Context: an optimization exercise on an open-source flow, tuned for small area. The choices shown serve that exercise and are no tape-out recipe.
Where RTL was checked, it was by simulation tests only, not by an equivalence proof against the original.
Only the layout flow was run in run 1; the RTL was not checked for function there.
Power is estimated from default activity; no workload was simulated.

==> flow/design.v (outline; a module is shown in full before it is edited, if it fits) <==
// module chen_div_inv: 5 lines
// module chen_div_nand2: 5 lines
// module chen_div_nor2: 5 lines
// module chen_div_aoi21: 5 lines
// module chen_div_oai21: 5 lines
// module chen_div_xor2: 5 lines
// module chen_div_xnor2: 5 lines
// module chen_div_iter_1: 18 lines
// module chen_div_iter_2: 29 lines
// module chen_div_iter_3: 42 lines
// module chen_div_iter_4: 57 lines
// module chen_div_iter_5: 68 lines
// module chen_div_iter_6: 85 lines
// module chen_div_iter_7: 96 lines
// module chen_div_iter_8: 115 lines
// module chen_div_iter_9: 128 lines
// module chen_div_iter_10: 143 lines
// module chen_div_iter_11: 154 lines
// module chen_div_iter_12: 173 lines
// module chen_div_iter_13: 186 lines
// module chen_div_iter_14: 201 lines
// module chen_div_iter_15: 212 lines
// module chen_div_iter_16: 235 lines
// module chen_div_iter_17: 246 lines
// module chen_div_iter_18: 263 lines
// module chen_div_iter_19: 274 lines
// module chen_div_iter_20: 293 lines
// module chen_div_iter_21: 306 lines
// module chen_div_iter_22: 321 lines
// module chen_div_iter_23: 332 lines
// module chen_div_iter_24: 355 lines
// module chen_div_iter_25: 366 lines
// module chen_div_iter_26: 383 lines
// module chen_div_iter_27: 394 lines
// module chen_div_iter_28: 413 lines
// module chen_div_iter_29: 426 lines
// module chen_div_iter_30: 441 lines
// module chen_div_iter_31: 452 lines
// module chen_div_iter_32: 479 lines
// module chen_unsigned_div: 323 lines
module chen_unsigned_div (clk, rst_n, divide_en, dividend, divisor,
                          divide_error, divide_done, quotient, remainde);
  // ...
==> flow/run.sh <==
#!/bin/bash
# synth_recipe.tcl (not shown) runs the flow's synth.tcl, then flattens the netlist and writes it again
# the make line also repeats each setting of config.mk as NAME=value (left out here)
make -C /OpenROAD-flow-scripts/flow DESIGN_CONFIG=/design/flow/config.mk WORK_HOME=/design/flow/orfs CLKGATE_MAP_FILE= SYNTH_SCRIPT=/design/flow/synth_recipe.tcl finish
==> flow/config.mk <==
export PLATFORM = sky130hd
export DESIGN_NAME = chen_unsigned_div
export DESIGN_NICKNAME = chen_unsigned_div
export VERILOG_FILES = /design/flow/design.v
export SDC_FILE = /design/flow/constraint.sdc
export NUM_CORES = 4
export LEC_CHECK = 0
export CAP_MARGIN = 20
export CORE_MARGIN = 2
export CORE_UTILIZATION = 50
export CTS_CLUSTER_DIAMETER = 80
export CTS_CLUSTER_SIZE = 25
export SLEW_MARGIN = 20
export SYNTH_HIERARCHICAL = 1
==> flow/constraint.sdc <==
create_clock -name core_clock -period 5.0 [get_ports {clk}]
set_input_delay 1.0000 -clock core_clock [delete_from_list [all_inputs] [get_ports {clk}]]
set_output_delay 1.0000 -clock core_clock [all_outputs]
set_load 0.01 [all_outputs]
==> run summary, run 1 <==
worst min path class reg2reg; layout check faults setup timing; nets@finish between 6000 and 7000; number of diodes added for antenna fixing 0; clock network share of area a little over 3%; worst relative slew slack 45.60%; DRT Wirelength 84400 um; Clk pin slew, worst setup/hold paths 90 ps; number of pins with negative max-slew slack in the final report 0; final setup violation count 2; cell count along the critical path 34; final instance area ~0.056 mm2; area share of buffers outside the clock network around 12%; type of the setup path with the least slack reg2reg; detail-routed net length per standard cell 11.62 um; buffer count from post-CTS setup fixing 29; area occupied by multi-input gates approximately 0.025 mm2; worst hold-check slack 322.1 ps; Post-DRT Antenna Nets 0; Setup WS pre-CTS -320.6 ps; number of max-cap violations 0; run status complete, but fails checks; cell with the largest stage delay on the worst path dfxtp_4; most repeated library cell on the critical path a21oi_2; Clock Tree Root clkbuf_16; static leakage between 20 and 30 nW; global-route track usage on met1 between 15 and 20%; routed via count between 30000 and 40000; Max Clock Skew between 15 and 20 ps; Main power group registers; final worst setup slack -13.74 ps; length of the first detailed-routing pass in iterations 7; fill cell instance count of the final layout between 7000 and 8000; commonest cells after routing, fill and taps aside 996 x dfxtp_1, 923 x nand2_1, 915 x nor2_1, 680 x buf_4, 573 x a21oi_2; largest net degree at the start of global routing 34
==> module chen_unsigned_div, before the edit <==
module chen_unsigned_div (clk, rst_n, divide_en, dividend, divisor,
                          divide_error, divide_done, quotient, remainde);
  input         clk;
  input         rst_n;
  input         divide_en;
  input  [31:0] dividend;
  input  [31:0] divisor;
  output        divide_error;
  output        divide_done;
  output [31:0] quotient;
  output [31:0] remainde;
  wire [31:0] ndiv = ~divisor;
  wire hzi_1 = &ndiv[31:1];
  wire q0;
  wire [0:0] r1;
  chen_div_iter_1 it0 (.t(dividend[31]), .nd(ndiv[0:0]), .hz(hzi_1), .nhz(~hzi_1), .q(q0), .r(r1));
  wire [31:0] x1 = {dividend[30:0], q0};
  wire hzi_2 = &ndiv[31:2];
  wire q1;
  wire [1:0] r2;
  chen_div_iter_2 it1 (.t({r1, x1[31]}), .nd(ndiv[1:0]), .hz(hzi_2), .nhz(~hzi_2), .q(q1), .r(r2));
  wire [31:0] x2 = {x1[30:0], q1};
  wire hzi_3 = &ndiv[31:3];
  wire q2;
  wire [2:0] r3;
  chen_div_iter_3 it2 (.t({r2, x2[31]}), .nd(ndiv[2:0]), .hz(hzi_3), .nhz(~hzi_3), .q(q2), .r(r3));
  wire [31:0] x3 = {x2[30:0], q2};
  wire hzi_4 = &ndiv[31:4];
  wire q3;
  wire [3:0] r4;
  chen_div_iter_4 it3 (.t({r3, x3[31]}), .nd(ndiv[3:0]), .hz(hzi_4), .nhz(~hzi_4), .q(q3), .r(r4));
  wire [31:0] x4 = {x3[30:0], q3};
  reg        v_0;
  reg [31:0] nd_0;
  reg [31:0] x_0;
  reg [3:0] r_0;
  always @(posedge clk) begin
    v_0 <= rst_n & divide_en;
    nd_0 <= ndiv;
    x_0 <= x4;
    r_0 <= r4;
  end
  reg hz_0_5;
  always @(posedge clk) hz_0_5 <= &ndiv[31:5];
  reg hz_0_6;
  always @(posedge clk) hz_0_6 <= &ndiv[31:6];
  reg hz_0_7;
  always @(posedge clk) hz_0_7 <= &ndiv[31:7];
  wire q4;
  wire [4:0] r5;
  chen_div_iter_5 it4 (.t({r_0, x_0[31]}), .nd(nd_0[4:0]), .hz(hz_0_5), .nhz(~hz_0_5), .q(q4), .r(r5));
  wire [31:0] x5 = {x_0[30:0], q4};
  wire q5;
  wire [5:0] r6;
  chen_div_iter_6 it5 (.t({r5, x5[31]}), .nd(nd_0[5:0]), .hz(hz_0_6), .nhz(~hz_0_6), .q(q5), .r(r6));
  wire [31:0] x6 = {x5[30:0], q5};
  wire q6;
  wire [6:0] r7;
  chen_div_iter_7 it6 (.t({r6, x6[31]}), .nd(nd_0[6:0]), .hz(hz_0_7), .nhz(~hz_0_7), .q(q6), .r(r7));
  wire [31:0] x7 = {x6[30:0], q6};
  reg        v_1;
  reg [31:0] nd_1;
  reg [31:0] x_1;
  reg [6:0] r_1;
  always @(posedge clk) begin
    v_1 <= rst_n & v_0;
    nd_1 <= nd_0;
    x_1 <= x7;
    r_1 <= r7;
  end
  reg hz_1_8;
  always @(posedge clk) hz_1_8 <= &nd_0[31:8];
  reg hz_1_9;
  always @(posedge clk) hz_1_9 <= &nd_0[31:9];
  reg hz_1_10;
  always @(posedge clk) hz_1_10 <= &nd_0[31:10];
  wire q7;
  wire [7:0] r8;
  chen_div_iter_8 it7 (.t({r_1, x_1[31]}), .nd(nd_1[7:0]), .hz(hz_1_8), .nhz(~hz_1_8), .q(q7), .r(r8));
  wire [31:0] x8 = {x_1[30:0], q7};
  wire q8;
  wire [8:0] r9;
  chen_div_iter_9 it8 (.t({r8, x8[31]}), .nd(nd_1[8:0]), .hz(hz_1_9), .nhz(~hz_1_9), .q(q8), .r(r9));
  wire [31:0] x9 = {x8[30:0], q8};
  wire q9;
  wire [9:0] r10;
  chen_div_iter_10 it9 (.t({r9, x9[31]}), .nd(nd_1[9:0]), .hz(hz_1_10), .nhz(~hz_1_10), .q(q9), .r(r10));
  wire [31:0] x10 = {x9[30:0], q9};
  reg        v_2;
  reg [31:0] nd_2;
  reg [31:0] x_2;
  reg [9:0] r_2;
  always @(posedge clk) begin
    v_2 <= rst_n & v_1;
    nd_2 <= nd_1;
    x_2 <= x10;
    r_2 <= r10;
  end
  reg hz_2_11;
  always @(posedge clk) hz_2_11 <= &nd_1[31:11];
  reg hz_2_12;
  always @(posedge clk) hz_2_12 <= &nd_1[31:12];
  reg hz_2_13;
  always @(posedge clk) hz_2_13 <= &nd_1[31:13];
  wire q10;
  wire [10:0] r11;
  chen_div_iter_11 it10 (.t({r_2, x_2[31]}), .nd(nd_2[10:0]), .hz(hz_2_11), .nhz(~hz_2_11), .q(q10), .r(r11));
  wire [31:0] x11 = {x_2[30:0], q10};
  wire q11;
  wire [11:0] r12;
  chen_div_iter_12 it11 (.t({r11, x11[31]}), .nd(nd_2[11:0]), .hz(hz_2_12), .nhz(~hz_2_12), .q(q11), .r(r12));
  wire [31:0] x12 = {x11[30:0], q11};
  wire q12;
  wire [12:0] r13;
  chen_div_iter_13 it12 (.t({r12, x12[31]}), .nd(nd_2[12:0]), .hz(hz_2_13), .nhz(~hz_2_13), .q(q12), .r(r13));
  wire [31:0] x13 = {x12[30:0], q12};
  reg        v_3;
  reg [31:0] nd_3;
  reg [31:0] x_3;
  reg [12:0] r_3;
  always @(posedge clk) begin
    v_3 <= rst_n & v_2;
    nd_3 <= nd_2;
    x_3 <= x13;
    r_3 <= r13;
  end
  reg hz_3_14;
  always @(posedge clk) hz_3_14 <= &nd_2[31:14];
  reg hz_3_15;
  always @(posedge clk) hz_3_15 <= &nd_2[31:15];
  reg hz_3_16;
  always @(posedge clk) hz_3_16 <= &nd_2[31:16];
  wire q13;
  wire [13:0] r14;
  chen_div_iter_14 it13 (.t({r_3, x_3[31]}), .nd(nd_3[13:0]), .hz(hz_3_14), .nhz(~hz_3_14), .q(q13), .r(r14));
  wire [31:0] x14 = {x_3[30:0], q13};
  wire q14;
  wire [14:0] r15;
  chen_div_iter_15 it14 (.t({r14, x14[31]}), .nd(nd_3[14:0]), .hz(hz_3_15), .nhz(~hz_3_15), .q(q14), .r(r15));
  wire [31:0] x15 = {x14[30:0], q14};
  wire q15;
  wire [15:0] r16;
  chen_div_iter_16 it15 (.t({r15, x15[31]}), .nd(nd_3[15:0]), .hz(hz_3_16), .nhz(~hz_3_16), .q(q15), .r(r16));
  wire [31:0] x16 = {x15[30:0], q15};
  reg        v_4;
  reg [31:0] nd_4;
  reg [31:0] x_4;
  reg [15:0] r_4;
  always @(posedge clk) begin
    v_4 <= rst_n & v_3;
    nd_4 <= nd_3;
    x_4 <= x16;
    r_4 <= r16;
  end
  reg hz_4_17;
  always @(posedge clk) hz_4_17 <= &nd_3[31:17];
  reg hz_4_18;
  always @(posedge clk) hz_4_18 <= &nd_3[31:18];
  reg hz_4_19;
  always @(posedge clk) hz_4_19 <= &nd_3[31:19];
  wire q16;
  wire [16:0] r17;
  chen_div_iter_17 it16 (.t({r_4, x_4[31]}), .nd(nd_4[16:0]), .hz(hz_4_17), .nhz(~hz_4_17), .q(q16), .r(r17));
  wire [31:0] x17 = {x_4[30:0], q16};
  wire q17;
  wire [17:0] r18;
  chen_div_iter_18 it17 (.t({r17, x17[31]}), .nd(nd_4[17:0]), .hz(hz_4_18), .nhz(~hz_4_18), .q(q17), .r(r18));
  wire [31:0] x18 = {x17[30:0], q17};
  wire q18;
  wire [18:0] r19;
  chen_div_iter_19 it18 (.t({r18, x18[31]}), .nd(nd_4[18:0]), .hz(hz_4_19), .nhz(~hz_4_19), .q(q18), .r(r19));
  wire [31:0] x19 = {x18[30:0], q18};
  reg        v_5;
  reg [31:0] nd_5;
  reg [31:0] x_5;
  reg [18:0] r_5;
  always @(posedge clk) begin
    v_5 <= rst_n & v_4;
    nd_5 <= nd_4;
    x_5 <= x19;
    r_5 <= r19;
  end
  reg hz_5_20;
  always @(posedge clk) hz_5_20 <= &nd_4[31:20];
  reg hz_5_21;
  always @(posedge clk) hz_5_21 <= &nd_4[31:21];
  wire q19;
  wire [19:0] r20;
  chen_div_iter_20 it19 (.t({r_5, x_5[31]}), .nd(nd_5[19:0]), .hz(hz_5_20), .nhz(~hz_5_20), .q(q19), .r(r20));
  wire [31:0] x20 = {x_5[30:0], q19};
  wire q20;
  wire [20:0] r21;
  chen_div_iter_21 it20 (.t({r20, x20[31]}), .nd(nd_5[20:0]), .hz(hz_5_21), .nhz(~hz_5_21), .q(q20), .r(r21));
  wire [31:0] x21 = {x20[30:0], q20};
  reg        v_6;
  reg [31:0] nd_6;
  reg [31:0] x_6;
  reg [20:0] r_6;
  always @(posedge clk) begin
    v_6 <= rst_n & v_5;
    nd_6 <= nd_5;
    x_6 <= x21;
    r_6 <= r21;
  end
  reg hz_6_22;
  always @(posedge clk) hz_6_22 <= &nd_5[31:22];
  reg hz_6_23;
  always @(posedge clk) hz_6_23 <= &nd_5[31:23];
  wire q21;
  wire [21:0] r22;
  chen_div_iter_22 it21 (.t({r_6, x_6[31]}), .nd(nd_6[21:0]), .hz(hz_6_22), .nhz(~hz_6_22), .q(q21), .r(r22));
  wire [31:0] x22 = {x_6[30:0], q21};
  wire q22;
  wire [22:0] r23;
  chen_div_iter_23 it22 (.t({r22, x22[31]}), .nd(nd_6[22:0]), .hz(hz_6_23), .nhz(~hz_6_23), .q(q22), .r(r23));
  wire [31:0] x23 = {x22[30:0], q22};
  reg        v_7;
  reg [31:0] nd_7;
  reg [31:0] x_7;
  reg [22:0] r_7;
  always @(posedge clk) begin
    v_7 <= rst_n & v_6;
    nd_7 <= nd_6;
    x_7 <= x23;
    r_7 <= r23;
  end
  reg hz_7_24;
  always @(posedge clk) hz_7_24 <= &nd_6[31:24];
  reg hz_7_25;
  always @(posedge clk) hz_7_25 <= &nd_6[31:25];
  wire q23;
  wire [23:0] r24;
  chen_div_iter_24 it23 (.t({r_7, x_7[31]}), .nd(nd_7[23:0]), .hz(hz_7_24), .nhz(~hz_7_24), .q(q23), .r(r24));
  wire [31:0] x24 = {x_7[30:0], q23};
  wire q24;
  wire [24:0] r25;
  chen_div_iter_25 it24 (.t({r24, x24[31]}), .nd(nd_7[24:0]), .hz(hz_7_25), .nhz(~hz_7_25), .q(q24), .r(r25));
  wire [31:0] x25 = {x24[30:0], q24};
  reg        v_8;
  reg [31:0] nd_8;
  reg [31:0] x_8;
  reg [24:0] r_8;
  always @(posedge clk) begin
    v_8 <= rst_n & v_7;
    nd_8 <= nd_7;
    x_8 <= x25;
    r_8 <= r25;
  end
  reg hz_8_26;
  always @(posedge clk) hz_8_26 <= &nd_7[31:26];
  reg hz_8_27;
  always @(posedge clk) hz_8_27 <= &nd_7[31:27];
  wire q25;
  wire [25:0] r26;
  chen_div_iter_26 it25 (.t({r_8, x_8[31]}), .nd(nd_8[25:0]), .hz(hz_8_26), .nhz(~hz_8_26), .q(q25), .r(r26));
  wire [31:0] x26 = {x_8[30:0], q25};
  wire q26;
  wire [26:0] r27;
  chen_div_iter_27 it26 (.t({r26, x26[31]}), .nd(nd_8[26:0]), .hz(hz_8_27), .nhz(~hz_8_27), .q(q26), .r(r27));
  wire [31:0] x27 = {x26[30:0], q26};
  reg        v_9;
  reg [31:0] nd_9;
  reg [31:0] x_9;
  reg [26:0] r_9;
  always @(posedge clk) begin
    v_9 <= rst_n & v_8;
    nd_9 <= nd_8;
    x_9 <= x27;
    r_9 <= r27;
  end
  reg hz_9_28;
  always @(posedge clk) hz_9_28 <= &nd_8[31:28];
  reg hz_9_29;
  always @(posedge clk) hz_9_29 <= &nd_8[31:29];
  wire q27;
  wire [27:0] r28;
  chen_div_iter_28 it27 (.t({r_9, x_9[31]}), .nd(nd_9[27:0]), .hz(hz_9_28), .nhz(~hz_9_28), .q(q27), .r(r28));
  wire [31:0] x28 = {x_9[30:0], q27};
  wire q28;
  wire [28:0] r29;
  chen_div_iter_29 it28 (.t({r28, x28[31]}), .nd(nd_9[28:0]), .hz(hz_9_29), .nhz(~hz_9_29), .q(q28), .r(r29));
  wire [31:0] x29 = {x28[30:0], q28};
  reg        v_10;
  reg [31:0] nd_10;
  reg [31:0] x_10;
  reg [28:0] r_10;
  always @(posedge clk) begin
    v_10 <= rst_n & v_9;
    nd_10 <= nd_9;
    x_10 <= x29;
    r_10 <= r29;
  end
  reg hz_10_30;
  always @(posedge clk) hz_10_30 <= &nd_9[31:30];
  reg hz_10_31;
  always @(posedge clk) hz_10_31 <= &nd_9[31:31];
  wire q29;
  wire [29:0] r30;
  chen_div_iter_30 it29 (.t({r_10, x_10[31]}), .nd(nd_10[29:0]), .hz(hz_10_30), .nhz(~hz_10_30), .q(q29), .r(r30));
  wire [31:0] x30 = {x_10[30:0], q29};
  wire q30;
  wire [30:0] r31;
  chen_div_iter_31 it30 (.t({r30, x30[31]}), .nd(nd_10[30:0]), .hz(hz_10_31), .nhz(~hz_10_31), .q(q30), .r(r31));
  wire [31:0] x31 = {x30[30:0], q30};
  reg        v_11;
  reg [31:0] nd_11;
  reg [31:0] x_11;
  reg [30:0] r_11;
  always @(posedge clk) begin
    v_11 <= rst_n & v_10;
    nd_11 <= nd_10;
    x_11 <= x31;
    r_11 <= r31;
  end
  wire q31;
  wire [31:0] r32;
  chen_div_iter_32 it31 (.t({r_11, x_11[31]}), .nd(nd_11[31:0]), .hz(1'b1), .nhz(~1'b1), .q(q31), .r(r32));
  wire [31:0] x32 = {x_11[30:0], q31};
  assign divide_done  = v_11;
  assign divide_error = v_11 & &nd_11;
  assign quotient     = x32;
  assign remainde     = r32;
endmodule
==> run 2, diff against run 1 <==
--- a/flow/design.v
+++ b/flow/design.v
@@ -7879,4 +7879,2 @@
   always @(posedge clk) hz_4_18 <= &nd_3[31:18];
-  reg hz_4_19;
-  always @(posedge clk) hz_4_19 <= &nd_3[31:19];
   wire q16;
@@ -7889,6 +7887,2 @@
   wire [31:0] x18 = {x17[30:0], q17};
-  wire q18;
-  wire [18:0] r19;
-  chen_div_iter_19 it18 (.t({r18, x18[31]}), .nd(nd_4[18:0]), .hz(hz_4_19), .nhz(~hz_4_19), .q(q18), .r(r19));
-  wire [31:0] x19 = {x18[30:0], q18};
   reg        v_5;
@@ -7896,3 +7890,3 @@
   reg [31:0] x_5;
-  reg [18:0] r_5;
+  reg [17:0] r_5;
   always @(posedge clk) begin
@@ -7900,17 +7894,17 @@
     nd_5 <= nd_4;
-    x_5 <= x19;
-    r_5 <= r19;
+    x_5 <= x18;
+    r_5 <= r18;
   end
+  reg hz_5_19;
+  always @(posedge clk) hz_5_19 <= &nd_4[31:19];
   reg hz_5_20;
   always @(posedge clk) hz_5_20 <= &nd_4[31:20];
-  reg hz_5_21;
-  always @(posedge clk) hz_5_21 <= &nd_4[31:21];
+  wire q18;
+  wire [18:0] r19;
+  chen_div_iter_19 it18 (.t({r_5, x_5[31]}), .nd(nd_5[18:0]), .hz(hz_5_19), .nhz(~hz_5_19), .q(q18), .r(r19));
+  wire [31:0] x19 = {x_5[30:0], q18};
   wire q19;
   wire [19:0] r20;
-  chen_div_iter_20 it19 (.t({r_5, x_5[31]}), .nd(nd_5[19:0]), .hz(hz_5_20), .nhz(~hz_5_20), .q(q19), .r(r20));
-  wire [31:0] x20 = {x_5[30:0], q19};
-  wire q20;
-  wire [20:0] r21;
-  chen_div_iter_21 it20 (.t({r20, x20[31]}), .nd(nd_5[20:0]), .hz(hz_5_21), .nhz(~hz_5_21), .q(q20), .r(r21));
-  wire [31:0] x21 = {x20[30:0], q20};
+  chen_div_iter_20 it19 (.t({r19, x19[31]}), .nd(nd_5[19:0]), .hz(hz_5_20), .nhz(~hz_5_20), .q(q19), .r(r20));
+  wire [31:0] x20 = {x19[30:0], q19};
   reg        v_6;
@@ -7918,3 +7912,3 @@
   reg [31:0] x_6;
-  reg [20:0] r_6;
+  reg [19:0] r_6;
   always @(posedge clk) begin
@@ -7922,17 +7916,17 @@
     nd_6 <= nd_5;
-    x_6 <= x21;
-    r_6 <= r21;
+    x_6 <= x20;
+    r_6 <= r20;
   end
+  reg hz_6_21;
+  always @(posedge clk) hz_6_21 <= &nd_5[31:21];
   reg hz_6_22;
   always @(posedge clk) hz_6_22 <= &nd_5[31:22];
-  reg hz_6_23;
-  always @(posedge clk) hz_6_23 <= &nd_5[31:23];
+  wire q20;
+  wire [20:0] r21;
+  chen_div_iter_21 it20 (.t({r_6, x_6[31]}), .nd(nd_6[20:0]), .hz(hz_6_21), .nhz(~hz_6_21), .q(q20), .r(r21));
+  wire [31:0] x21 = {x_6[30:0], q20};
   wire q21;
   wire [21:0] r22;
-  chen_div_iter_22 it21 (.t({r_6, x_6[31]}), .nd(nd_6[21:0]), .hz(hz_6_22), .nhz(~hz_6_22), .q(q21), .r(r22));
-  wire [31:0] x22 = {x_6[30:0], q21};
-  wire q22;
-  wire [22:0] r23;
-  chen_div_iter_23 it22 (.t({r22, x22[31]}), .nd(nd_6[22:0]), .hz(hz_6_23), .nhz(~hz_6_23), .q(q22), .r(r23));
-  wire [31:0] x23 = {x22[30:0], q22};
+  chen_div_iter_22 it21 (.t({r21, x21[31]}), .nd(nd_6[21:0]), .hz(hz_6_22), .nhz(~hz_6_22), .q(q21), .r(r22));
+  wire [31:0] x22 = {x21[30:0], q21};
   reg        v_7;
@@ -7940,3 +7934,3 @@
   reg [31:0] x_7;
-  reg [22:0] r_7;
+  reg [21:0] r_7;
   always @(posedge clk) begin
@@ -7944,17 +7938,17 @@
     nd_7 <= nd_6;
-    x_7 <= x23;
-    r_7 <= r23;
+    x_7 <= x22;
+    r_7 <= r22;
   end
+  reg hz_7_23;
+  always @(posedge clk) hz_7_23 <= &nd_6[31:23];
   reg hz_7_24;
   always @(posedge clk) hz_7_24 <= &nd_6[31:24];
-  reg hz_7_25;
-  always @(posedge clk) hz_7_25 <= &nd_6[31:25];
+  wire q22;
+  wire [22:0] r23;
+  chen_div_iter_23 it22 (.t({r_7, x_7[31]}), .nd(nd_7[22:0]), .hz(hz_7_23), .nhz(~hz_7_23), .q(q22), .r(r23));
+  wire [31:0] x23 = {x_7[30:0], q22};
   wire q23;
   wire [23:0] r24;
-  chen_div_iter_24 it23 (.t({r_7, x_7[31]}), .nd(nd_7[23:0]), .hz(hz_7_24), .nhz(~hz_7_24), .q(q23), .r(r24));
-  wire [31:0] x24 = {x_7[30:0], q23};
-  wire q24;
-  wire [24:0] r25;
-  chen_div_iter_25 it24 (.t({r24, x24[31]}), .nd(nd_7[24:0]), .hz(hz_7_25), .nhz(~hz_7_25), .q(q24), .r(r25));
-  wire [31:0] x25 = {x24[30:0], q24};
+  chen_div_iter_24 it23 (.t({r23, x23[31]}), .nd(nd_7[23:0]), .hz(hz_7_24), .nhz(~hz_7_24), .q(q23), .r(r24));
+  wire [31:0] x24 = {x23[30:0], q23};
   reg        v_8;
@@ -7962,3 +7956,3 @@
   reg [31:0] x_8;
-  reg [24:0] r_8;
+  reg [23:0] r_8;
   always @(posedge clk) begin
@@ -7966,17 +7960,17 @@
     nd_8 <= nd_7;
-    x_8 <= x25;
-    r_8 <= r25;
+    x_8 <= x24;
+    r_8 <= r24;
   end
+  reg hz_8_25;
+  always @(posedge clk) hz_8_25 <= &nd_7[31:25];
   reg hz_8_26;
   always @(posedge clk) hz_8_26 <= &nd_7[31:26];
-  reg hz_8_27;
-  always @(posedge clk) hz_8_27 <= &nd_7[31:27];
+  wire q24;
+  wire [24:0] r25;
+  chen_div_iter_25 it24 (.t({r_8, x_8[31]}), .nd(nd_8[24:0]), .hz(hz_8_25), .nhz(~hz_8_25), .q(q24), .r(r25));
+  wire [31:0] x25 = {x_8[30:0], q24};
   wire q25;
   wire [25:0] r26;
-  chen_div_iter_26 it25 (.t({r_8, x_8[31]}), .nd(nd_8[25:0]), .hz(hz_8_26), .nhz(~hz_8_26), .q(q25), .r(r26));
-  wire [31:0] x26 = {x_8[30:0], q25};
-  wire q26;
-  wire [26:0] r27;
-  chen_div_iter_27 it26 (.t({r26, x26[31]}), .nd(nd_8[26:0]), .hz(hz_8_27), .nhz(~hz_8_27), .q(q26), .r(r27));
-  wire [31:0] x27 = {x26[30:0], q26};
+  chen_div_iter_26 it25 (.t({r25, x25[31]}), .nd(nd_8[25:0]), .hz(hz_8_26), .nhz(~hz_8_26), .q(q25), .r(r26));
+  wire [31:0] x26 = {x25[30:0], q25};
   reg        v_9;
@@ -7984,3 +7978,3 @@
   reg [31:0] x_9;
-  reg [26:0] r_9;
+  reg [25:0] r_9;
   always @(posedge clk) begin
@@ -7988,17 +7982,17 @@
     nd_9 <= nd_8;
-    x_9 <= x27;
-    r_9 <= r27;
+    x_9 <= x26;
+    r_9 <= r26;
   end
+  reg hz_9_27;
+  always @(posedge clk) hz_9_27 <= &nd_8[31:27];
   reg hz_9_28;
   always @(posedge clk) hz_9_28 <= &nd_8[31:28];
-  reg hz_9_29;
-  always @(posedge clk) hz_9_29 <= &nd_8[31:29];
+  wire q26;
+  wire [26:0] r27;
+  chen_div_iter_27 it26 (.t({r_9, x_9[31]}), .nd(nd_9[26:0]), .hz(hz_9_27), .nhz(~hz_9_27), .q(q26), .r(r27));
+  wire [31:0] x27 = {x_9[30:0], q26};
   wire q27;
   wire [27:0] r28;
-  chen_div_iter_28 it27 (.t({r_9, x_9[31]}), .nd(nd_9[27:0]), .hz(hz_9_28), .nhz(~hz_9_28), .q(q27), .r(r28));
-  wire [31:0] x28 = {x_9[30:0], q27};
-  wire q28;
-  wire [28:0] r29;
-  chen_div_iter_29 it28 (.t({r28, x28[31]}), .nd(nd_9[28:0]), .hz(hz_9_29), .nhz(~hz_9_29), .q(q28), .r(r29));
-  wire [31:0] x29 = {x28[30:0], q28};
+  chen_div_iter_28 it27 (.t({r27, x27[31]}), .nd(nd_9[27:0]), .hz(hz_9_28), .nhz(~hz_9_28), .q(q27), .r(r28));
+  wire [31:0] x28 = {x27[30:0], q27};
   reg        v_10;
@@ -8006,3 +8000,3 @@
   reg [31:0] x_10;
-  reg [28:0] r_10;
+  reg [27:0] r_10;
   always @(posedge clk) begin
@@ -8010,17 +8004,17 @@
     nd_10 <= nd_9;
-    x_10 <= x29;
-    r_10 <= r29;
+    x_10 <= x28;
+    r_10 <= r28;
   end
+  reg hz_10_29;
+  always @(posedge clk) hz_10_29 <= &nd_9[31:29];
   reg hz_10_30;
   always @(posedge clk) hz_10_30 <= &nd_9[31:30];
-  reg hz_10_31;
-  always @(posedge clk) hz_10_31 <= &nd_9[31:31];
+  wire q28;
+  wire [28:0] r29;
+  chen_div_iter_29 it28 (.t({r_10, x_10[31]}), .nd(nd_10[28:0]), .hz(hz_10_29), .nhz(~hz_10_29), .q(q28), .r(r29));
+  wire [31:0] x29 = {x_10[30:0], q28};
   wire q29;
   wire [29:0] r30;
-  chen_div_iter_30 it29 (.t({r_10, x_10[31]}), .nd(nd_10[29:0]), .hz(hz_10_30), .nhz(~hz_10_30), .q(q29), .r(r30));
-  wire [31:0] x30 = {x_10[30:0], q29};
-  wire q30;
-  wire [30:0] r31;
-  chen_div_iter_31 it30 (.t({r30, x30[31]}), .nd(nd_10[30:0]), .hz(hz_10_31), .nhz(~hz_10_31), .q(q30), .r(r31));
-  wire [31:0] x31 = {x30[30:0], q30};
+  chen_div_iter_30 it29 (.t({r29, x29[31]}), .nd(nd_10[29:0]), .hz(hz_10_30), .nhz(~hz_10_30), .q(q29), .r(r30));
+  wire [31:0] x30 = {x29[30:0], q29};
   reg        v_11;
@@ -8028,3 +8022,3 @@
   reg [31:0] x_11;
-  reg [30:0] r_11;
+  reg [29:0] r_11;
   always @(posedge clk) begin
@@ -8032,13 +8026,29 @@
     nd_11 <= nd_10;
-    x_11 <= x31;
-    r_11 <= r31;
+    x_11 <= x30;
+    r_11 <= r30;
   end
+  reg hz_11_31;
+  always @(posedge clk) hz_11_31 <= &nd_10[31:31];
+  wire q30;
+  wire [30:0] r31;
+  chen_div_iter_31 it30 (.t({r_11, x_11[31]}), .nd(nd_11[30:0]), .hz(hz_11_31), .nhz(~hz_11_31), .q(q30), .r(r31));
+  wire [31:0] x31 = {x_11[30:0], q30};
   wire q31;
   wire [31:0] r32;
-  chen_div_iter_32 it31 (.t({r_11, x_11[31]}), .nd(nd_11[31:0]), .hz(1'b1), .nhz(~1'b1), .q(q31), .r(r32));
-  wire [31:0] x32 = {x_11[30:0], q31};
-  assign divide_done  = v_11;
-  assign divide_error = v_11 & &nd_11;
-  assign quotient     = x32;
-  assign remainde     = r32;
+  chen_div_iter_32 it31 (.t({r31, x31[31]}), .nd(nd_11[31:0]), .hz(1'b1), .nhz(~1'b1), .q(q31), .r(r32));
+  wire [31:0] x32 = {x31[30:0], q31};
+  reg        v_12;
+  reg        e_12;
+  reg [31:0] x_12;
+  reg [31:0] r_12;
+  always @(posedge clk) begin
+    v_12 <= rst_n & v_11;
+    e_12 <= &nd_11;
+    x_12 <= x32;
+    r_12 <= r32;
+  end
+  assign divide_done  = v_12;
+  assign divide_error = v_12 & e_12;
+  assign quotient     = x_12;
+  assign remainde     = r_12;
 endmodule
==> run 2 against run 1 <==
Compared with the run above:
- the run now finishes clean
- register-to-register slack better by 130 ps
- sequential power up 6.3%
- cell count down 2.8%
- synthesized cell count up 0.25%
- global-route usage down 1.1 points
- clock skew up 2.3 ps
- clock-buffer cell count up 2
- core utilization down 2.5 points
- first-iteration DRC count down 1.8%
- maximum frequency up 2.6%
- via count down 3.0%
- non-clock buffer count down 260
- critical path type unchanged
==> run summary, run 2 <==
run status finished clean; aggregate global routing overflow 0; commonest cells after routing, fill and taps aside 1068 x dfxtp_1, 939 x nor2_1, 914 x nand2_1, 579 x a21oi_2, 567 x xor2_1; initial antenna violation count 0; fin util around three fifths; Mapped Cells roughly 5200; maximum resistive drop on vdd 293.8 uV; number of max-cap violations 0 (unchanged); largest net degree at the start of global routing 34 (unchanged); worst hold-check slack 322.6 ps (+0.5470 ps); synthesis warning total 7; die boundary height between 300 and 400 um; Setup WS pre-CTS -599.9 ps (-279.3 ps); final instance count without filler cells 7058; power after layout about 19 mW; fraction of final layout cells sized beyond drive strength 1 ~22%; number of DRC violations after detailed-routing iteration 0 between 900 and 1000; nets@finish 5910 (-3.5%); Synth-to-Final Area Change 20.19%; maximum level of the CTS H-tree 2; global-route wire length before repair between 100000 and 150000 um; number of diodes added for antenna fixing 0 (unchanged); Final Cycle Share 97.76%; detail-routed net length per standard cell 11.47 um (-1.3%); Chip Width roughly 300 um; CP endpoint kind flop; total standard cell area after synthesis between 0.04 and 0.05 mm2; total power density per cell area 339.5 mW/mm2; routed via count 33220 (-3.0%); post-detailed-route via-to-cell ratio roughly 4.7; Boundary Pins about 130; number of instances in the placed design 6910; all-layer global routing usage 16.75%; die area about 0.094 mm2; Fin. Hold Viols 0; final setup violation count 0 (-2); worst-path fanout max 8; area of placed instances around 0.052 mm2; IO buf count ~130; DRT Wirelength 80930 um (-4.1%); timing-limited maximum frequency 204.6 MHz; reg-to-reg slack, setup about 110 ps; Clk pin slew, worst setup/hold paths 90 ps (about the same); largest stage delay on the critical path 360 ps; Clock Tree Root clkbuf_16; cell with the largest stage delay on the worst path dfxtp_4; Max Root-Sink Buffers 3; Core ar. approximately 0.091 mm2; type of the setup path with the least slack reg2reg; Site Rows approximately 110; RSZ-0062 raised after global routing true; clock buffers created by TritonCTS between 50 and 60; worst min path class reg2reg; family with the most delay on the worst path compound AO/OA/AOI/OAI gates; min Tclk post-route around 4900 ps; DRC viols 0; Max Clock Skew 21.32 ps (+2.317 ps); nets in the synthesized netlist 5268; mean instance size in the synthesized netlist 8.833 um2; Post-CTS Hold Fix Bufs 0; number of pins with negative max-slew slack in the final report 0 (unchanged); final worst setup slack 111.8 ps (+125.5 ps); data required time at the worst endpoint 5580 ps; type of origin of the critical path flop; most repeated library cell on the critical path a21oi_2; length of the first detailed-routing pass in iterations 5 (-2); static leakage 24.25 nW (-3.1%); final HPWL from detailed placement approximately 63000 um; count of clock tree sinks about 1100; final instance area 0.05522 mm2 (-2.0%); slew at the pin closest to its max-slew limit 703.2 ps; latest clock arrival within the worst-skew pair 690 ps; starting utilization of the core area between 50% and 60%; arrival time of data at the critical path endpoint between 5000 and 6000 ps; Post-DRT Antenna Nets 0 (unchanged); vias in the first global route around 32000; worst relative slew slack 53.05% (+7.5 points); clock tree from TritonCTS built; most common library cell in the layout ignoring fill and taps dfxtp_1; Setup TNS Final 0 ps; buffer and inverter count on the worst path 6; final weighted congestion in routability-driven placement approximately 0.81
## run 2: cell count changes in the layout (fill, tap and decap cells not counted), sizes merged, moves of 3 or more
| cell | delta |
|---|---|
| buf | -261 |
| bufinv | +3 |
| dfxtp | +59 |
| nor3 | -4 |
| nand3 | -4 |
| nand4 | +5 |
| clkbuf | +3 |
| nand2 | -7 |
| clkinvlp | -4 |
## run 2: worst register-to-register path, delay by kind of cell, from the launching register on
family	cells	cell delay [ps]
AO/OA/AOI/OAI	15	2100
buffers and inverters	6	800
XOR/XNOR	3	500
flip-flops	1	360
AND/OR/NAND/NOR	9	1020
## run 2: final cells by class
class,count,area (um2)
multi-input cells,3898,24210
inverters,214,803.3
clock inverters,26,392.9
well taps,1186,1484
fillers,8002,36170
clock buffers,62,1485
flip-flops and latches,1090,21850
repair buffers,582,4994
## run 2: final timing paths
check                           startpoint      end  cells past startpoint
worst max-delay path                r_3[4]   r_4[1]                     33
worst min-delay path               x_0[10]  x_1[13]                      0
worst max register to register      r_3[4]   r_4[1]                     33
worst min register to register     x_0[10]  x_1[13]                      0
## run 2: metal layers
layer / GRT usage, % / up-vias / part of all wire (%) / wire length [um]
met2: 35.57 / 205 / 56 / 45710
met4: 5.207 / 0 / 3.1 / 2478
met5: 0 / - / 0 / 0
li1: - / 17850 / - / -
met3: 2.226 / 108 / 2.0 / 1621
met1: 16.15 / 15060 / 38 / 31110
## run 2: what timing repair did
action | in CTS | in global routing
buffers inserted | 5 | 48
gates resized for setup | 4 | 200
setup endpoints to repair | 15 | 96
cloned | 0 | 7
pin swaps | 5 | 99
## run 2: report_power, final
part	total (mW)	switching [mW]	internal (mW)
logic	3.92	2.06	1.86
registers	9.57	0.386	9.19
clock network	5.25	2.86	2.39
total	18.7	5.30	13.4
==> run 3, diff against run 2 <==
--- a/flow/design.v
+++ b/flow/design.v
@@ -7763,19 +7763,16 @@
   end
-  reg hz_0_5;
-  always @(posedge clk) hz_0_5 <= &ndiv[31:5];
-  reg hz_0_6;
-  always @(posedge clk) hz_0_6 <= &ndiv[31:6];
-  reg hz_0_7;
-  always @(posedge clk) hz_0_7 <= &ndiv[31:7];
+  wire hzi_5 = &nd_0[31:5];
   wire q4;
   wire [4:0] r5;
-  chen_div_iter_5 it4 (.t({r_0, x_0[31]}), .nd(nd_0[4:0]), .hz(hz_0_5), .nhz(~hz_0_5), .q(q4), .r(r5));
+  chen_div_iter_5 it4 (.t({r_0, x_0[31]}), .nd(nd_0[4:0]), .hz(hzi_5), .nhz(~hzi_5), .q(q4), .r(r5));
   wire [31:0] x5 = {x_0[30:0], q4};
+  wire hzi_6 = &nd_0[31:6];
   wire q5;
   wire [5:0] r6;
-  chen_div_iter_6 it5 (.t({r5, x5[31]}), .nd(nd_0[5:0]), .hz(hz_0_6), .nhz(~hz_0_6), .q(q5), .r(r6));
+  chen_div_iter_6 it5 (.t({r5, x5[31]}), .nd(nd_0[5:0]), .hz(hzi_6), .nhz(~hzi_6), .q(q5), .r(r6));
   wire [31:0] x6 = {x5[30:0], q5};
+  wire hzi_7 = &nd_0[31:7];
   wire q6;
   wire [6:0] r7;
-  chen_div_iter_7 it6 (.t({r6, x6[31]}), .nd(nd_0[6:0]), .hz(hz_0_7), .nhz(~hz_0_7), .q(q6), .r(r7));
+  chen_div_iter_7 it6 (.t({r6, x6[31]}), .nd(nd_0[6:0]), .hz(hzi_7), .nhz(~hzi_7), .q(q6), .r(r7));
   wire [31:0] x7 = {x6[30:0], q6};
@@ -7791,19 +7788,16 @@
   end
-  reg hz_1_8;
-  always @(posedge clk) hz_1_8 <= &nd_0[31:8];
-  reg hz_1_9;
-  always @(posedge clk) hz_1_9 <= &nd_0[31:9];
-  reg hz_1_10;
-  always @(posedge clk) hz_1_10 <= &nd_0[31:10];
+  wire hzi_8 = &nd_1[31:8];
   wire q7;
   wire [7:0] r8;
-  chen_div_iter_8 it7 (.t({r_1, x_1[31]}), .nd(nd_1[7:0]), .hz(hz_1_8), .nhz(~hz_1_8), .q(q7), .r(r8));
+  chen_div_iter_8 it7 (.t({r_1, x_1[31]}), .nd(nd_1[7:0]), .hz(hzi_8), .nhz(~hzi_8), .q(q7), .r(r8));
   wire [31:0] x8 = {x_1[30:0], q7};
+  wire hzi_9 = &nd_1[31:9];
   wire q8;
   wire [8:0] r9;
-  chen_div_iter_9 it8 (.t({r8, x8[31]}), .nd(nd_1[8:0]), .hz(hz_1_9), .nhz(~hz_1_9), .q(q8), .r(r9));
+  chen_div_iter_9 it8 (.t({r8, x8[31]}), .nd(nd_1[8:0]), .hz(hzi_9), .nhz(~hzi_9), .q(q8), .r(r9));
   wire [31:0] x9 = {x8[30:0], q8};
+  wire hzi_10 = &nd_1[31:10];
   wire q9;
   wire [9:0] r10;
-  chen_div_iter_10 it9 (.t({r9, x9[31]}), .nd(nd_1[9:0]), .hz(hz_1_10), .nhz(~hz_1_10), .q(q9), .r(r10));
+  chen_div_iter_10 it9 (.t({r9, x9[31]}), .nd(nd_1[9:0]), .hz(hzi_10), .nhz(~hzi_10), .q(q9), .r(r10));
   wire [31:0] x10 = {x9[30:0], q9};
@@ -7819,19 +7813,16 @@
   end
-  reg hz_2_11;
-  always @(posedge clk) hz_2_11 <= &nd_1[31:11];
-  reg hz_2_12;
-  always @(posedge clk) hz_2_12 <= &nd_1[31:12];
-  reg hz_2_13;
-  always @(posedge clk) hz_2_13 <= &nd_1[31:13];
+  wire hzi_11 = &nd_2[31:11];
   wire q10;
   wire [10:0] r11;
-  chen_div_iter_11 it10 (.t({r_2, x_2[31]}), .nd(nd_2[10:0]), .hz(hz_2_11), .nhz(~hz_2_11), .q(q10), .r(r11));
+  chen_div_iter_11 it10 (.t({r_2, x_2[31]}), .nd(nd_2[10:0]), .hz(hzi_11), .nhz(~hzi_11), .q(q10), .r(r11));
   wire [31:0] x11 = {x_2[30:0], q10};
+  wire hzi_12 = &nd_2[31:12];
   wire q11;
   wire [11:0] r12;
-  chen_div_iter_12 it11 (.t({r11, x11[31]}), .nd(nd_2[11:0]), .hz(hz_2_12), .nhz(~hz_2_12), .q(q11), .r(r12));
+  chen_div_iter_12 it11 (.t({r11, x11[31]}), .nd(nd_2[11:0]), .hz(hzi_12), .nhz(~hzi_12), .q(q11), .r(r12));
   wire [31:0] x12 = {x11[30:0], q11};
+  wire hzi_13 = &nd_2[31:13];
   wire q12;
   wire [12:0] r13;
-  chen_div_iter_13 it12 (.t({r12, x12[31]}), .nd(nd_2[12:0]), .hz(hz_2_13), .nhz(~hz_2_13), .q(q12), .r(r13));
+  chen_div_iter_13 it12 (.t({r12, x12[31]}), .nd(nd_2[12:0]), .hz(hzi_13), .nhz(~hzi_13), .q(q12), .r(r13));
   wire [31:0] x13 = {x12[30:0], q12};
@@ -7847,19 +7838,16 @@
   end
-  reg hz_3_14;
-  always @(posedge clk) hz_3_14 <= &nd_2[31:14];
-  reg hz_3_15;
-  always @(posedge clk) hz_3_15 <= &nd_2[31:15];
-  reg hz_3_16;
-  always @(posedge clk) hz_3_16 <= &nd_2[31:16];
+  wire hzi_14 = &nd_3[31:14];
   wire q13;
   wire [13:0] r14;
-  chen_div_iter_14 it13 (.t({r_3, x_3[31]}), .nd(nd_3[13:0]), .hz(hz_3_14), .nhz(~hz_3_14), .q(q13), .r(r14));
+  chen_div_iter_14 it13 (.t({r_3, x_3[31]}), .nd(nd_3[13:0]), .hz(hzi_14), .nhz(~hzi_14), .q(q13), .r(r14));
   wire [31:0] x14 = {x_3[30:0], q13};
+  wire hzi_15 = &nd_3[31:15];
   wire q14;
   wire [14:0] r15;
-  chen_div_iter_15 it14 (.t({r14, x14[31]}), .nd(nd_3[14:0]), .hz(hz_3_15), .nhz(~hz_3_15), .q(q14), .r(r15));
+  chen_div_iter_15 it14 (.t({r14, x14[31]}), .nd(nd_3[14:0]), .hz(hzi_15), .nhz(~hzi_15), .q(q14), .r(r15));
   wire [31:0] x15 = {x14[30:0], q14};
+  wire hzi_16 = &nd_3[31:16];
   wire q15;
   wire [15:0] r16;
-  chen_div_iter_16 it15 (.t({r15, x15[31]}), .nd(nd_3[15:0]), .hz(hz_3_16), .nhz(~hz_3_16), .q(q15), .r(r16));
+  chen_div_iter_16 it15 (.t({r15, x15[31]}), .nd(nd_3[15:0]), .hz(hzi_16), .nhz(~hzi_16), .q(q15), .r(r16));
   wire [31:0] x16 = {x15[30:0], q15};
@@ -7875,14 +7863,17 @@
   end
-  reg hz_4_17;
-  always @(posedge clk) hz_4_17 <= &nd_3[31:17];
-  reg hz_4_18;
-  always @(posedge clk) hz_4_18 <= &nd_3[31:18];
+  wire hzi_17 = &nd_4[31:17];
   wire q16;
   wire [16:0] r17;
-  chen_div_iter_17 it16 (.t({r_4, x_4[31]}), .nd(nd_4[16:0]), .hz(hz_4_17), .nhz(~hz_4_17), .q(q16), .r(r17));
+  chen_div_iter_17 it16 (.t({r_4, x_4[31]}), .nd(nd_4[16:0]), .hz(hzi_17), .nhz(~hzi_17), .q(q16), .r(r17));
   wire [31:0] x17 = {x_4[30:0], q16};
+  wire hzi_18 = &nd_4[31:18];
   wire q17;
   wire [17:0] r18;
-  chen_div_iter_18 it17 (.t({r17, x17[31]}), .nd(nd_4[17:0]), .hz(hz_4_18), .nhz(~hz_4_18), .q(q17), .r(r18));
+  chen_div_iter_18 it17 (.t({r17, x17[31]}), .nd(nd_4[17:0]), .hz(hzi_18), .nhz(~hzi_18), .q(q17), .r(r18));
   wire [31:0] x18 = {x17[30:0], q17};
+  wire hzi_19 = &nd_4[31:19];
+  wire q18;
+  wire [18:0] r19;
+  chen_div_iter_19 it18 (.t({r18, x18[31]}), .nd(nd_4[18:0]), .hz(hzi_19), .nhz(~hzi_19), .q(q18), .r(r19));
+  wire [31:0] x19 = {x18[30:0], q18};
   reg        v_5;
@@ -7890,3 +7881,3 @@
   reg [31:0] x_5;
-  reg [17:0] r_5;
+  reg [18:0] r_5;
   always @(posedge clk) begin
@@ -7894,17 +7885,15 @@
     nd_5 <= nd_4;
-    x_5 <= x18;
-    r_5 <= r18;
+    x_5 <= x19;
+    r_5 <= r19;
   end
-  reg hz_5_19;
-  always @(posedge clk) hz_5_19 <= &nd_4[31:19];
-  reg hz_5_20;
-  always @(posedge clk) hz_5_20 <= &nd_4[31:20];
-  wire q18;
-  wire [18:0] r19;
-  chen_div_iter_19 it18 (.t({r_5, x_5[31]}), .nd(nd_5[18:0]), .hz(hz_5_19), .nhz(~hz_5_19), .q(q18), .r(r19));
-  wire [31:0] x19 = {x_5[30:0], q18};
+  wire hzi_20 = &nd_5[31:20];
   wire q19;
   wire [19:0] r20;
-  chen_div_iter_20 it19 (.t({r19, x19[31]}), .nd(nd_5[19:0]), .hz(hz_5_20), .nhz(~hz_5_20), .q(q19), .r(r20));
-  wire [31:0] x20 = {x19[30:0], q19};
+  chen_div_iter_20 it19 (.t({r_5, x_5[31]}), .nd(nd_5[19:0]), .hz(hzi_20), .nhz(~hzi_20), .q(q19), .r(r20));
+  wire [31:0] x20 = {x_5[30:0], q19};
+  wire hzi_21 = &nd_5[31:21];
+  wire q20;
+  wire [20:0] r21;
+  chen_div_iter_21 it20 (.t({r20, x20[31]}), .nd(nd_5[20:0]), .hz(hzi_21), .nhz(~hzi_21), .q(q20), .r(r21));
+  wire [31:0] x21 = {x20[30:0], q20};
   reg        v_6;
@@ -7912,3 +7901,3 @@
   reg [31:0] x_6;
-  reg [19:0] r_6;
+  reg [20:0] r_6;
   always @(posedge clk) begin
@@ -7916,17 +7905,15 @@
     nd_6 <= nd_5;
-    x_6 <= x20;
-    r_6 <= r20;
+    x_6 <= x21;
+    r_6 <= r21;
   end
-  reg hz_6_21;
-  always @(posedge clk) hz_6_21 <= &nd_5[31:21];
-  reg hz_6_22;
-  always @(posedge clk) hz_6_22 <= &nd_5[31:22];
-  wire q20;
-  wire [20:0] r21;
-  chen_div_iter_21 it20 (.t({r_6, x_6[31]}), .nd(nd_6[20:0]), .hz(hz_6_21), .nhz(~hz_6_21), .q(q20), .r(r21));
-  wire [31:0] x21 = {x_6[30:0], q20};
+  wire hzi_22 = &nd_6[31:22];
   wire q21;
   wire [21:0] r22;
-  chen_div_iter_22 it21 (.t({r21, x21[31]}), .nd(nd_6[21:0]), .hz(hz_6_22), .nhz(~hz_6_22), .q(q21), .r(r22));
-  wire [31:0] x22 = {x21[30:0], q21};
+  chen_div_iter_22 it21 (.t({r_6, x_6[31]}), .nd(nd_6[21:0]), .hz(hzi_22), .nhz(~hzi_22), .q(q21), .r(r22));
+  wire [31:0] x22 = {x_6[30:0], q21};
+  wire hzi_23 = &nd_6[31:23];
+  wire q22;
+  wire [22:0] r23;
+  chen_div_iter_23 it22 (.t({r22, x22[31]}), .nd(nd_6[22:0]), .hz(hzi_23), .nhz(~hzi_23), .q(q22), .r(r23));
+  wire [31:0] x23 = {x22[30:0], q22};
   reg        v_7;
@@ -7934,3 +7921,3 @@
   reg [31:0] x_7;
-  reg [21:0] r_7;
+  reg [22:0] r_7;
   always @(posedge clk) begin
@@ -7938,17 +7925,15 @@
     nd_7 <= nd_6;
-    x_7 <= x22;
-    r_7 <= r22;
+    x_7 <= x23;
+    r_7 <= r23;
   end
-  reg hz_7_23;
-  always @(posedge clk) hz_7_23 <= &nd_6[31:23];
-  reg hz_7_24;
-  always @(posedge clk) hz_7_24 <= &nd_6[31:24];
-  wire q22;
-  wire [22:0] r23;
-  chen_div_iter_23 it22 (.t({r_7, x_7[31]}), .nd(nd_7[22:0]), .hz(hz_7_23), .nhz(~hz_7_23), .q(q22), .r(r23));
-  wire [31:0] x23 = {x_7[30:0], q22};
+  wire hzi_24 = &nd_7[31:24];
   wire q23;
   wire [23:0] r24;
-  chen_div_iter_24 it23 (.t({r23, x23[31]}), .nd(nd_7[23:0]), .hz(hz_7_24), .nhz(~hz_7_24), .q(q23), .r(r24));
-  wire [31:0] x24 = {x23[30:0], q23};
+  chen_div_iter_24 it23 (.t({r_7, x_7[31]}), .nd(nd_7[23:0]), .hz(hzi_24), .nhz(~hzi_24), .q(q23), .r(r24));
+  wire [31:0] x24 = {x_7[30:0], q23};
+  wire hzi_25 = &nd_7[31:25];
+  wire q24;
+  wire [24:0] r25;
+  chen_div_iter_25 it24 (.t({r24, x24[31]}), .nd(nd_7[24:0]), .hz(hzi_25), .nhz(~hzi_25), .q(q24), .r(r25));
+  wire [31:0] x25 = {x24[30:0], q24};
   reg        v_8;
@@ -7956,3 +7941,3 @@
   reg [31:0] x_8;
-  reg [23:0] r_8;
+  reg [24:0] r_8;
   always @(posedge clk) begin
@@ -7960,17 +7945,15 @@
     nd_8 <= nd_7;
-    x_8 <= x24;
-    r_8 <= r24;
+    x_8 <= x25;
+    r_8 <= r25;
   end
-  reg hz_8_25;
-  always @(posedge clk) hz_8_25 <= &nd_7[31:25];
-  reg hz_8_26;
-  always @(posedge clk) hz_8_26 <= &nd_7[31:26];
-  wire q24;
-  wire [24:0] r25;
-  chen_div_iter_25 it24 (.t({r_8, x_8[31]}), .nd(nd_8[24:0]), .hz(hz_8_25), .nhz(~hz_8_25), .q(q24), .r(r25));
-  wire [31:0] x25 = {x_8[30:0], q24};
+  wire hzi_26 = &nd_8[31:26];
   wire q25;
   wire [25:0] r26;
-  chen_div_iter_26 it25 (.t({r25, x25[31]}), .nd(nd_8[25:0]), .hz(hz_8_26), .nhz(~hz_8_26), .q(q25), .r(r26));
-  wire [31:0] x26 = {x25[30:0], q25};
+  chen_div_iter_26 it25 (.t({r_8, x_8[31]}), .nd(nd_8[25:0]), .hz(hzi_26), .nhz(~hzi_26), .q(q25), .r(r26));
+  wire [31:0] x26 = {x_8[30:0], q25};
+  wire hzi_27 = &nd_8[31:27];
+  wire q26;
+  wire [26:0] r27;
+  chen_div_iter_27 it26 (.t({r26, x26[31]}), .nd(nd_8[26:0]), .hz(hzi_27), .nhz(~hzi_27), .q(q26), .r(r27));
+  wire [31:0] x27 = {x26[30:0], q26};
   reg        v_9;
@@ -7978,3 +7961,3 @@
   reg [31:0] x_9;
-  reg [25:0] r_9;
+  reg [26:0] r_9;
   always @(posedge clk) begin
@@ -7982,17 +7965,15 @@
     nd_9 <= nd_8;
-    x_9 <= x26;
-    r_9 <= r26;
+    x_9 <= x27;
+    r_9 <= r27;
   end
-  reg hz_9_27;
-  always @(posedge clk) hz_9_27 <= &nd_8[31:27];
-  reg hz_9_28;
-  always @(posedge clk) hz_9_28 <= &nd_8[31:28];
-  wire q26;
-  wire [26:0] r27;
-  chen_div_iter_27 it26 (.t({r_9, x_9[31]}), .nd(nd_9[26:0]), .hz(hz_9_27), .nhz(~hz_9_27), .q(q26), .r(r27));
-  wire [31:0] x27 = {x_9[30:0], q26};
+  wire hzi_28 = &nd_9[31:28];
   wire q27;
   wire [27:0] r28;
-  chen_div_iter_28 it27 (.t({r27, x27[31]}), .nd(nd_9[27:0]), .hz(hz_9_28), .nhz(~hz_9_28), .q(q27), .r(r28));
-  wire [31:0] x28 = {x27[30:0], q27};
+  chen_div_iter_28 it27 (.t({r_9, x_9[31]}), .nd(nd_9[27:0]), .hz(hzi_28), .nhz(~hzi_28), .q(q27), .r(r28));
+  wire [31:0] x28 = {x_9[30:0], q27};
+  wire hzi_29 = &nd_9[31:29];
+  wire q28;
+  wire [28:0] r29;
+  chen_div_iter_29 it28 (.t({r28, x28[31]}), .nd(nd_9[28:0]), .hz(hzi_29), .nhz(~hzi_29), .q(q28), .r(r29));
+  wire [31:0] x29 = {x28[30:0], q28};
   reg        v_10;
@@ -8000,3 +7981,3 @@
   reg [31:0] x_10;
-  reg [27:0] r_10;
+  reg [28:0] r_10;
   always @(posedge clk) begin
@@ -8004,17 +7985,15 @@
     nd_10 <= nd_9;
-    x_10 <= x28;
-    r_10 <= r28;
+    x_10 <= x29;
+    r_10 <= r29;
   end
-  reg hz_10_29;
-  always @(posedge clk) hz_10_29 <= &nd_9[31:29];
-  reg hz_10_30;
-  always @(posedge clk) hz_10_30 <= &nd_9[31:30];
-  wire q28;
-  wire [28:0] r29;
-  chen_div_iter_29 it28 (.t({r_10, x_10[31]}), .nd(nd_10[28:0]), .hz(hz_10_29), .nhz(~hz_10_29), .q(q28), .r(r29));
-  wire [31:0] x29 = {x_10[30:0], q28};
+  wire hzi_30 = &nd_10[31:30];
   wire q29;
   wire [29:0] r30;
-  chen_div_iter_30 it29 (.t({r29, x29[31]}), .nd(nd_10[29:0]), .hz(hz_10_30), .nhz(~hz_10_30), .q(q29), .r(r30));
-  wire [31:0] x30 = {x29[30:0], q29};
+  chen_div_iter_30 it29 (.t({r_10, x_10[31]}), .nd(nd_10[29:0]), .hz(hzi_30), .nhz(~hzi_30), .q(q29), .r(r30));
+  wire [31:0] x30 = {x_10[30:0], q29};
+  wire hzi_31 = &nd_10[31:31];
+  wire q30;
+  wire [30:0] r31;
+  chen_div_iter_31 it30 (.t({r30, x30[31]}), .nd(nd_10[30:0]), .hz(hzi_31), .nhz(~hzi_31), .q(q30), .r(r31));
+  wire [31:0] x31 = {x30[30:0], q30};
   reg        v_11;
@@ -8022,3 +8001,3 @@
   reg [31:0] x_11;
-  reg [29:0] r_11;
+  reg [30:0] r_11;
   always @(posedge clk) begin
@@ -8026,29 +8005,13 @@
     nd_11 <= nd_10;
-    x_11 <= x30;
-    r_11 <= r30;
+    x_11 <= x31;
+    r_11 <= r31;
   end
-  reg hz_11_31;
-  always @(posedge clk) hz_11_31 <= &nd_10[31:31];
-  wire q30;
-  wire [30:0] r31;
-  chen_div_iter_31 it30 (.t({r_11, x_11[31]}), .nd(nd_11[30:0]), .hz(hz_11_31), .nhz(~hz_11_31), .q(q30), .r(r31));
-  wire [31:0] x31 = {x_11[30:0], q30};
   wire q31;
   wire [31:0] r32;
-  chen_div_iter_32 it31 (.t({r31, x31[31]}), .nd(nd_11[31:0]), .hz(1'b1), .nhz(~1'b1), .q(q31), .r(r32));
-  wire [31:0] x32 = {x31[30:0], q31};
-  reg        v_12;
-  reg        e_12;
-  reg [31:0] x_12;
-  reg [31:0] r_12;
-  always @(posedge clk) begin
-    v_12 <= rst_n & v_11;
-    e_12 <= &nd_11;
-    x_12 <= x32;
-    r_12 <= r32;
-  end
-  assign divide_done  = v_12;
-  assign divide_error = v_12 & e_12;
-  assign quotient     = x_12;
-  assign remainde     = r_12;
+  chen_div_iter_32 it31 (.t({r_11, x_11[31]}), .nd(nd_11[31:0]), .hz(1'b1), .nhz(~1'b1), .q(q31), .r(r32));
+  wire [31:0] x32 = {x_11[30:0], q31};
+  assign divide_done  = v_11;
+  assign divide_error = v_11 & &nd_11;
+  assign quotient     = x32;
+  assign remainde     = r32;
 endmodule
==> flow/flow/run.sh (new file) <==
#!/bin/bash
# Own layout flow: the standard flow (standard.sh), except that synthesis
# runs with ABC_LOAD_IN_FF=1, so ABC sizes each mapped gate for a 1 fF load
# instead of the platform's 5 fF (the netlist's gate modules are single
# gates, and the larger load made ABC pick double-strength cells).  The
# registers, their names and cell types are those of the standard synthesis.
set -euo pipefail
work="$(pwd)"
sed -e 's#^make -C #make ABC_LOAD_IN_FF=1 -C #' standard.sh > "$work/standard_load1.sh"
grep -q 'ABC_LOAD_IN_FF=1' "$work/standard_load1.sh"
bash "$work/standard_load1.sh" synth > "$work/synth.log" 2>&1
bash standard.sh > "$work/layout.log" 2>&1
==> flow/standard.sh (new file) <==
#!/bin/bash
# synth_recipe.tcl (not shown) runs the flow's synth.tcl, then flattens the netlist and writes it again
# the make line also repeats each setting of config.mk as NAME=value (left out here)
make -C /OpenROAD-flow-scripts/flow DESIGN_CONFIG=/design/flow/config.mk WORK_HOME=/design/flow/orfs CLKGATE_MAP_FILE= SYNTH_SCRIPT=/design/flow/synth_recipe.tcl "${@:-finish}"
removed: flow/run.sh
==> run 3 against run 2 <==
Compared with the run above:
- the layout now fails its checks (setup timing)
- synthesized area fell by 8.0%
- register-to-register slack lost 150 ps
- die area decreased by 7.9%
- cell count rose by 1.1%
- critical path depth is 1 higher
- non-clock buffer count is 225 higher
- power down 7.1%
- routed wire length up 3.4%
- global-route usage grew 1.5 points
- cell area down 1.8%
- via count increased by 2.0%
- critical path type unchanged
- critical endpoint is now r_4[15]
==> run summary, run 3 <==
clock buffers created by TritonCTS 51 (-11%); maximum level of the CTS H-tree 2 (unchanged); Post-DRT Antenna Nets 0 (unchanged); met2 WL 47930 um (+4.8%); met3 wire length 1706 um (+5.2%); Setup TNS Final -121.7 ps (-121.7 ps); data required time at the worst endpoint 5530 ps (-50 ps); number of max-cap violations 0 (unchanged); type of the setup path with the least slack reg2reg; total standard cell area after synthesis 0.04227 mm2 (-8.0%); global-route wire length before repair 134500 um (-0.73%); Critical Path Start r_3[0]; vias in the first global route 31890 (-0.73%); largest net degree at the start of global routing 33 (-2.9%); slew at the pin closest to its max-slew limit 604.1 ps (-99.11 ps); post-detailed-route via-to-cell ratio 4.747 (+0.87%); die boundary height 294.8 um (-4.0%); DRC viols 0 (unchanged); final HPWL from detailed placement 62030 um (-1.1%); synthesis warning total 7 (unchanged); detail-routed net length per standard cell 11.73 um (+2.3%); Final Cycle Share 100.8% (+3.1 points); final weighted congestion in routability-driven placement 0.8188 (+1.7%); layout check faults setup timing; Max Clock Skew 22.57 ps (+1.247 ps); worst min path class reg2reg; nets in the synthesized netlist 5213 (-1.0%); RSZ-0062 raised after global routing true; aggregate global routing overflow 0 (unchanged); IO buf count 132 (unchanged); starting utilization of the core area 50.51% (+0.24 points); Setup WS pre-CTS -560.2 ps (+39.74 ps); Fin. Hold Viols 0 (unchanged); reg-to-reg slack, setup -40 ps (-150 ps); fraction of final layout cells sized beyond drive strength 1 20.13% (-2.3 points); length of the first detailed-routing pass in iterations 5 (unchanged); cell with the largest stage delay on the worst path dfxtp_2; final worst setup slack -41.52 ps (-153.3 ps); most repeated library cell on the critical path a21oi_2; min Tclk post-route 5042 ps (+153.3 ps); number of DRC violations after detailed-routing iteration 0 963 (+0.42%); run status complete, but fails checks; M1 WL 31030 um (-0.26%); static leakage 24.66 nW (+1.7%); clock tree from TritonCTS built; Clock Tree Root clkbuf_16; final instance count without filler cells 7135 (+1.1%); count of clock tree sinks 1005 (-7.8%); initial antenna violation count 0 (unchanged); routed via count 33870 (+2.0%); Synth-to-Final Area Change 28.24%; terminus of the critical flop-to-flop path r_4[15]; number of diodes added for antenna fixing 0 (unchanged); nets@finish 6044 (+2.3%); Boundary Pins 133 (unchanged); top metal layer carrying routed signals met4; Clk pin slew, worst setup/hold paths 90 ps (about the same); type of origin of the critical path flop; number of instances in the placed design 6931 (+0.30%); Site Rows 106 (-4.5%); Mapped Cells 5146 (-1.1%); latest clock arrival within the worst-skew pair 640 ps (-50 ps); final setup violation count 6 (+6); fin util 64.78% (+4.4 points); largest stage delay on the critical path 360 ps (about the same); CP endpoint kind flop; total power density per cell area 321.2 mW/mm2 (-5.4%); fill cell instance count of the final layout 7035 (-12%); Max Root-Sink Buffers 3 (unchanged); die area 0.08689 mm2 (-7.9%); most common library cell in the layout ignoring fill and taps dfxtp_1; Critical R2R Launch r_3[0]; number of pins with negative max-slew slack in the final report 0 (unchanged); worst-path fanout max 5 (-3); worst relative slew slack 59.70% (+6.6 points); arrival time of data at the critical path endpoint 5570 ps (+110 ps); DRT Wirelength 83690 um (+3.4%); worst hold-check slack 313.5 ps (-9.092 ps); reg2reg path depth 34 (+3.0%); Chip Width 294.8 um (-4.0%); timing-limited maximum frequency 198.4 MHz (-3.0%); Core ar. 0.08369 mm2 (-8.4%); commonest cells after routing, fill and taps aside 959 x dfxtp_1, 898 x nand2_1, 884 x nor2_1, 633 x buf_4, 551 x xor2_1; maximum resistive drop on vdd 312.9 uV (+6.5%); all-layer global routing usage 18.24% (+1.5 points); end of the critical path r_4[15]; mean instance size in the synthesized netlist 8.215 um2 (-7.0%)
## run 3: repair_timing
| item | in CTS | in global routing |
|---|---|---|
| gates resized for setup | 92 | 436 |
| setup buffers | 37 | 79 |
| gates cloned | 4 | 8 |
| pin swaps | 60 | 219 |
| setup endpoints to repair | 138 | 205 |
| hold buffers | 0 | 0 |
## run 3: how the worst min path moves through the flow
stage          slack (ps)  cells past startpoint  endpoint    start
2_1_floorplan         310                      0  x_10[10]   x_9[8]
3_3_place_gp          310                      0   x_6[18]  x_5[16]
3_5_place_dp          310                      0  x_10[10]   x_9[8]
4_1_cts               310                      0    x_9[7]   x_8[5]
5_1_grt               320                      0    x_9[7]   x_8[5]
6_report              310                      0    x_9[7]   x_8[5]
## run 3: final cells by class
cell class	instances	area, um2	share of cell area (%)
Clock inverter	19	272.8	0.5031
Tap cell	1134	1419	2.617
Clock buffer	58	1385	2.555
Timing Repair Buffer	807	6798	12.54
Multi-Input combinational cell	3905	23380	43.13
Sequential cell	1005	20180	37.22
Inverter	207	779.5	1.438
## run 3: per-stage QoR
stage,total power [mW],instance area [um2]
2_1_floorplan,11.25,42450
3_3_place_gp,12.49,49310
3_5_place_dp,12.56,49310
4_1_cts,17.39,51690
5_1_grt,18.43,54210
6_report,17.41,54210
## run 3: power by group
part / leakage, nW / switching [mW] / internal, mW
registers: 8.39 / 0.367 / 8.43
logic: 15.5 / 1.97 / 1.93
clock network: 0.813 / 2.53 / 2.19
total: 24.7 / 4.87 / 12.5
## run 3: routing by layer
layer  vias to the layer above  track usage [%]
li1                      18010                -
met1                     15470            17.11
met2                       248            39.32
met3                       145            2.157
met4                         0            6.023
met5                         -                0
## run 3: worst max-delay path: cells and delay by family, from the launching register on
family	cells	cell delay, ps
XOR/XNOR	4	670
AO/OA/AOI/OAI	17	2470
flip-flops	1	360
buffers and inverters	5	580
AND/OR/NAND/NOR	8	830

-- afterwards: timing with drivers on the ports --
Ports are ideal in the flow. The routed layouts listed here were re-timed in OpenROAD. Step 1 sets driving cells, clkbuf_16 on the clock port and buf_2 on the other inputs (assumed; they add their load-dependent delay and slew). Step 2, shift: input delay + t, output delay - t, t = (earliest + latest rising clock arrival at the registers) / 2. This alone moves slack from input paths to output paths. Slacks: ideal ports / drivers / drivers and shift; pairs: ideal ports / drivers.
run | t, ns | setup WS [ns] | slew at the worst register clock pin (ns) | pins driven straight from the clock port
run 1 | 0.700 | -0.014 / -0.014 / -0.129 | 0.09 / 0.09 | 1
run 2 | 0.746 | 0.112 / 0.112 / -0.429 | 0.09 / 0.09 | 1
run 3 | 0.694 | -0.042 / -0.042 / -0.268 | 0.10 / 0.10 | 1
With both steps, setup timing fails in run 2, where it was met with ideal ports. For run 2, which loses most, drivers alone change the setup slack by 0.000 ns; drivers and shift together by -0.541 ns.
